This design comes from an exercise in tuning for small area, a short achievable clock period and few clock cycles per item on the open sky130 flow, not from production work.
Only simulation tests tie the RTL to the original design; equivalence was not proved.
No activity file was given, so power comes from the tool's default toggle rates.

== cedar ==
// alu
module alu(
    input wire clk,
    input wire reset,
    input wire start,
    input wire [1:0] op_select,    
    input wire [15:0] op1,
    input wire [7:0] op2,
    output reg [15:0] res,
    output reg done
);
clock: 14.0 ns
lec_check: 0
cap_margin: 20
core_margin: 2
core_utilization: 40
slew_margin: 20
standard.sh (not shown) runs the stock make flow with config.mk's settings and CLKGATE_MAP_FILE= SYNTH_SCRIPT=/design/flow/synth_recipe.tcl, a recipe that flattens the netlist after the stock synthesis.
==> flow/flow/run.sh <==
#!/bin/bash
# Layout flow: the standard synthesis, then the combinational logic re-mapped
# by ABC (flip-flops untouched), then the standard ORFS flow from floorplan on.
# Each tool's output goes to a log file of its own in the work folder.
set -euo pipefail
W=$(pwd)
F=$W/flow
R=$W/orfs/results/${FLOW_PLATFORM}/alu/base
ABC_D=$(cat $F/abc_delay_ps)
bash standard.sh synth > $W/log_1_standard_synth.txt 2>&1
cp $R/1_2_yosys.v $W/standard_1_2_yosys.v
DU=$(make -s -C $FLOW_HOME DESIGN_CONFIG=$FLOW_CONFIG WORK_HOME=$W/orfs print-DONT_USE_CELLS | sed 's/^DONT_USE_CELLS: //')
printf 'set_driving_cell sky130_fd_sc_hd__buf_1\nset_load 5\n' > $W/abc.constr
sed "s/{D}/-D $ABC_D/g" $F/s.abc > $W/resynth.abc
RS_IN=$W/standard_1_2_yosys.v RS_OUT=$W/resynth.v \
  RS_LIB=$FLOW_HOME/platforms/${FLOW_PLATFORM}/lib/sky130_fd_sc_hd__tt_025C_1v80.lib \
  RS_DONTUSE="$DU" RS_D=$ABC_D RS_SCRIPT=$W/resynth.abc RS_CONSTR=$W/abc.constr \
  RS_KEEP_FA=$(cat $F/keep_fa 2>/dev/null || echo 0) yosys -c $F/resynth.tcl > $W/log_2_resynth.txt 2>&1
cp $W/resynth.v $R/1_2_yosys.v
rm -f $R/1_synth.odb $R/1_synth.sdc
if [[ -f $F/orfs_env ]]; then source $F/orfs_env; fi
bash standard.sh finish > $W/log_3_standard_finish.txt 2>&1
==> flow/flow/abc_delay_ps <==
3000
==> flow/flow/keep_fa <==
1
==> flow/flow/resynth.tcl <==
# Re-map the combinational logic of the standard synthesis netlist with ABC.
# The flip-flops are left as they are (same instances, names and cell types).
# env: RS_IN (netlist in), RS_OUT (netlist out), RS_LIB, RS_DONTUSE, RS_D (ABC delay target, ps),
#      RS_SCRIPT (optional ABC script)
yosys -import
set lib $::env(RS_LIB)
set du {}
foreach c $::env(RS_DONTUSE) { lappend du -dont_use $c }
read_liberty -ignore_miss_func $lib
# keep the sequential and tie cells as black boxes
foreach m [split [string trim [tee -q -s result.string select -list-mod sky130_fd_sc_hd__df* sky130_fd_sc_hd__conb_*]] "\n"] {
  blackbox $m
}
read_verilog $::env(RS_IN)
hierarchy -top alu
# Keep the full-adder cells that no flip-flop feeds (the multiplier's tree) as they are.
if {[info exists ::env(RS_KEEP_FA)] && $::env(RS_KEEP_FA)} {
  set fh [open $::env(RS_IN) r]; set ntxt [read $fh]; close $fh
  set fft [lsort -unique [regexp -all -inline {sky130_fd_sc_hd__df[a-z0-9_]+} $ntxt]]
  set ffsel {}
  set rules {}
  foreach m $fft { lappend ffsel "alu/t:$m"; append rules ":-${m}\[D,RESET_B,SET_B\]" }
  select -set ffs {*}$ffsel
  select -set regcone @ffs %co*$rules
  select -set keepfa alu/t:sky130_fd_sc_hd__fa_1 @regcone %d
  select -count @keepfa
  setattr -set keep_hierarchy 1 @keepfa
  select -clear
}
flatten alu
select -module alu
opt -purge
select -clear
hierarchy -top alu
set abc_args [list -liberty $lib {*}$du -D $::env(RS_D)]
if {[info exists ::env(RS_SCRIPT)] && $::env(RS_SCRIPT) ne ""} { lappend abc_args -script $::env(RS_SCRIPT) }
if {[info exists ::env(RS_CONSTR)] && $::env(RS_CONSTR) ne ""} { lappend abc_args -constr $::env(RS_CONSTR) }
abc {*}$abc_args
opt_clean -purge
if {[info exists ::env(RS_KEEP_FA)] && $::env(RS_KEEP_FA)} {
  blackbox sky130_fd_sc_hd__fa_1
}
hilomap -singleton -hicell sky130_fd_sc_hd__conb_1 HI -locell sky130_fd_sc_hd__conb_1 LO
splitnets
opt_clean -purge
tee -o $::env(RS_OUT).stat stat -liberty $lib
write_verilog -noattr -noexpr -nohex -nodec $::env(RS_OUT)
==> flow/flow/s.abc <==
strash
&get -n
&fraig -x
&put
scorr
dc2
strash
dch -f
balance
resub -K 6
rewrite
resub -K 6 -N 2
refactor
resub -K 8
balance
resub -K 8 -N 2
rewrite
resub -K 10
rewrite -z
resub -K 10 -N 2
balance
resub -K 12
refactor -z
resub -K 12 -N 2
rewrite -z
balance
dch -f
map {D}
topo
buffer -p
upsize {D}
dnsize {D}
stime -p
Other scripts of this flow, unchanged in this note and not shown: flow/flow/orfs_env
Looking at the reports, cedar completed the entire flow and the layout it produced met the timing, DRC and antenna checks.
Testbench counts of cedar, summed over its fixed seeds: cycles 9,972, ops 8,000.
Relative to cedar, the following input files were edited for violet:
- putting CTS_CLUSTER_DIAMETER at 300 where nothing was set
- putting PLACE_DENSITY at 0.7 where nothing was set
- putting CTS_BUF_LIST at sky130_fd_sc_hd__clkbuf_4 where nothing was set
- putting CTS_CLUSTER_SIZE at 30 where nothing was set
- swapping 40 for 60 in CORE_UTILIZATION
-- flow/flow/run.sh --
<<< cedar, line 16
  RS_LIB=$FLOW_HOME/platforms/${FLOW_PLATFORM}/lib/sky130_fd_sc_hd__tt_025C_1v80.lib \
  RS_DONTUSE="$DU" RS_D=$ABC_D RS_SCRIPT=$W/resynth.abc RS_CONSTR=$W/abc.constr \
  RS_KEEP_FA=$(cat $F/keep_fa 2>/dev/null || echo 0) yosys -c $F/resynth.tcl > $W/log_2_resynth.txt 2>&1
cp $W/resynth.v $R/1_2_yosys.v
rm -f $R/1_synth.odb $R/1_synth.sdc
>>> violet, line 16
  RS_LIB=$FLOW_HOME/platforms/${FLOW_PLATFORM}/lib/sky130_fd_sc_hd__tt_025C_1v80.lib \
  RS_DONTUSE="$DU" RS_D=$ABC_D RS_SCRIPT=$W/resynth.abc RS_CONSTR=$W/abc.constr \
  yosys -c $F/resynth.tcl > $W/log_2_resynth.txt 2>&1
cp $W/resynth.v $R/1_2_yosys.v
rm -f $R/1_synth.odb $R/1_synth.sdc
-- flow/flow/resynth.tcl --
<<< cedar, line 14
read_verilog $::env(RS_IN)
hierarchy -top alu
# Keep the full-adder cells that no flip-flop feeds (the multiplier's tree) as they are.
if {[info exists ::env(RS_KEEP_FA)] && $::env(RS_KEEP_FA)} {
  set fh [open $::env(RS_IN) r]; set ntxt [read $fh]; close $fh
  set fft [lsort -unique [regexp -all -inline {sky130_fd_sc_hd__df[a-z0-9_]+} $ntxt]]
  set ffsel {}
  set rules {}
  foreach m $fft { lappend ffsel "alu/t:$m"; append rules ":-${m}\[D,RESET_B,SET_B\]" }
  select -set ffs {*}$ffsel
  select -set regcone @ffs %co*$rules
  select -set keepfa alu/t:sky130_fd_sc_hd__fa_1 @regcone %d
  select -count @keepfa
  setattr -set keep_hierarchy 1 @keepfa
  select -clear
}
flatten alu
select -module alu
>>> violet, line 14
read_verilog $::env(RS_IN)
hierarchy -top alu
flatten alu
select -module alu
<<< cedar, line 38
abc {*}$abc_args
opt_clean -purge
if {[info exists ::env(RS_KEEP_FA)] && $::env(RS_KEEP_FA)} {
  blackbox sky130_fd_sc_hd__fa_1
}
hilomap -singleton -hicell sky130_fd_sc_hd__conb_1 HI -locell sky130_fd_sc_hd__conb_1 LO
splitnets
>>> violet, line 24
abc {*}$abc_args
opt_clean -purge
hilomap -singleton -hicell sky130_fd_sc_hd__conb_1 HI -locell sky130_fd_sc_hd__conb_1 LO
splitnets
removed: flow/flow/keep_fa
### Flow results
- violet | stages: all done | timing, DRC, antenna: all pass
- For violet, the capturing element of the worst setup path was res[4], unlike cedar, where it was res[5].
- violet vs cedar, hold-critical path depth went down by 2.
- Min clock period minus final worst setup slack across cedar and violet: violet
- Worst stage delay on the critical path for violet is lower than for cedar.
- Synthesized area on violet is behind cedar.
- Sequential power: violet vs cedar down about 2%
- On clock transition time at the flip-flop clock pins of the worst setup and hold paths: between cedar and violet, it ends up higher for violet.
- Compared to cedar, the routing of violet uses more wire.
- Combined area of the multi-input logic cells of violet exceeds that of cedar by a few percent.
- The higher fraction of power spent switching nets of cedar and violet is in violet.
--- input diff violet..zinc ---
- changing CORE_UTILIZATION from 60 to 40
- removing CTS_BUF_LIST (formerly sky130_fd_sc_hd__clkbuf_4)
- removing CTS_CLUSTER_DIAMETER (formerly 300)
- removing CTS_CLUSTER_SIZE (formerly 30)
- removing PLACE_DENSITY (formerly 0.7)
==> flow/flow/abc_delay_ps <==
3500
==> flow/flow/s.abc <==
strash
dch -f
map {D}
topo
buffer -p
upsize {D}
dnsize {D}
stime -p
==> summary.txt <==
Per the comparison of zinc with violet, final period demand of the worst path -0.95 ns, global-route usage -12 points.
Final core area utilization down 21 points in zinc wrt violet
Final standard cell area without fillers is higher on zinc
The following lists how tundra was set up differently from zinc:
- SETUP_SLACK_MARGIN newly set to 2.6
==> flow/flow/abc_delay_ps <==
3000
-- flow/flow/s.abc --
<<< zinc, line 1
strash
dch -f
map {D}
>>> tundra, line 1
strash
&get -n
&fraig -x
&put
scorr
dc2
strash
dch -f
balance
resub -K 6
rewrite
resub -K 6 -N 2
refactor
resub -K 8
balance
resub -K 8 -N 2
rewrite
resub -K 10
rewrite -z
resub -K 10 -N 2
balance
resub -K 12
refactor -z
resub -K 12 -N 2
rewrite -z
balance
dch -f
map {D}
### Flow results
Diff tundra and zinc: area growth from synthesis to layout higher in tundra
tundra gives more portion of total power attributed to combinational logic than zinc did.
Critical path depth came out higher on tundra than on zinc.
## Diff of input files: juniper against tundra
- removing SETUP_SLACK_MARGIN (formerly 2.6)
Notes after the runs:
Every stage of the flow completed for juniper, and the final layout passed the timing, DRC and antenna checks.
tundra -> juniper: power per cell area decreased by a little under 10%
Relative to tundra, the number of global-route vias before repair of juniper is lower by 19.
As far as clock tree buffer depth goes, juniper and tundra are indistinguishable; the numbers are identical.
juniper vs tundra, tightest slew margin relative to the limit went up by 7.7 points.
Between juniper and tundra, it is juniper whose transition time of the tightest slew-check pin is lower, by 0.11 ns.

## separate check: timing with driven ports
In the flow no input, the clock included, has a driving cell. The finished layouts below were timed again as built, in two steps.
Step 1 assumes that a clkbuf_16 drives the clock port and a buf_2 every other input.
Step 2, shift: input delay + t, output delay - t, t = (earliest + latest rising clock arrival at the registers) / 2. This alone moves slack from input paths to output paths.
Slacks: ideal ports / drivers / drivers and shift; pairs: ideal ports / drivers.
| run | t (ns) | slack for setup (ns) | worst data-port slew with drivers (ns) |
|---|---|---|---|
| cedar | 0.278 | 1.874 / 1.853 / 1.853 | 0.03 |
| violet | 0.310 | 1.887 / 1.860 / 1.860 | 0.03 |
| zinc | 0.273 | 2.840 / 2.819 / 2.819 | 0.03 |
| tundra | 0.286 | 2.550 / 2.487 / 2.487 | 0.10 |
| juniper | 0.285 | 2.158 / 2.138 / 2.138 | 0.03 |
After both steps setup and hold are still met in every run listed. The setup slack of tundra, which loses most, moves by -0.063 ns with the drivers and by -0.063 ns with both steps.
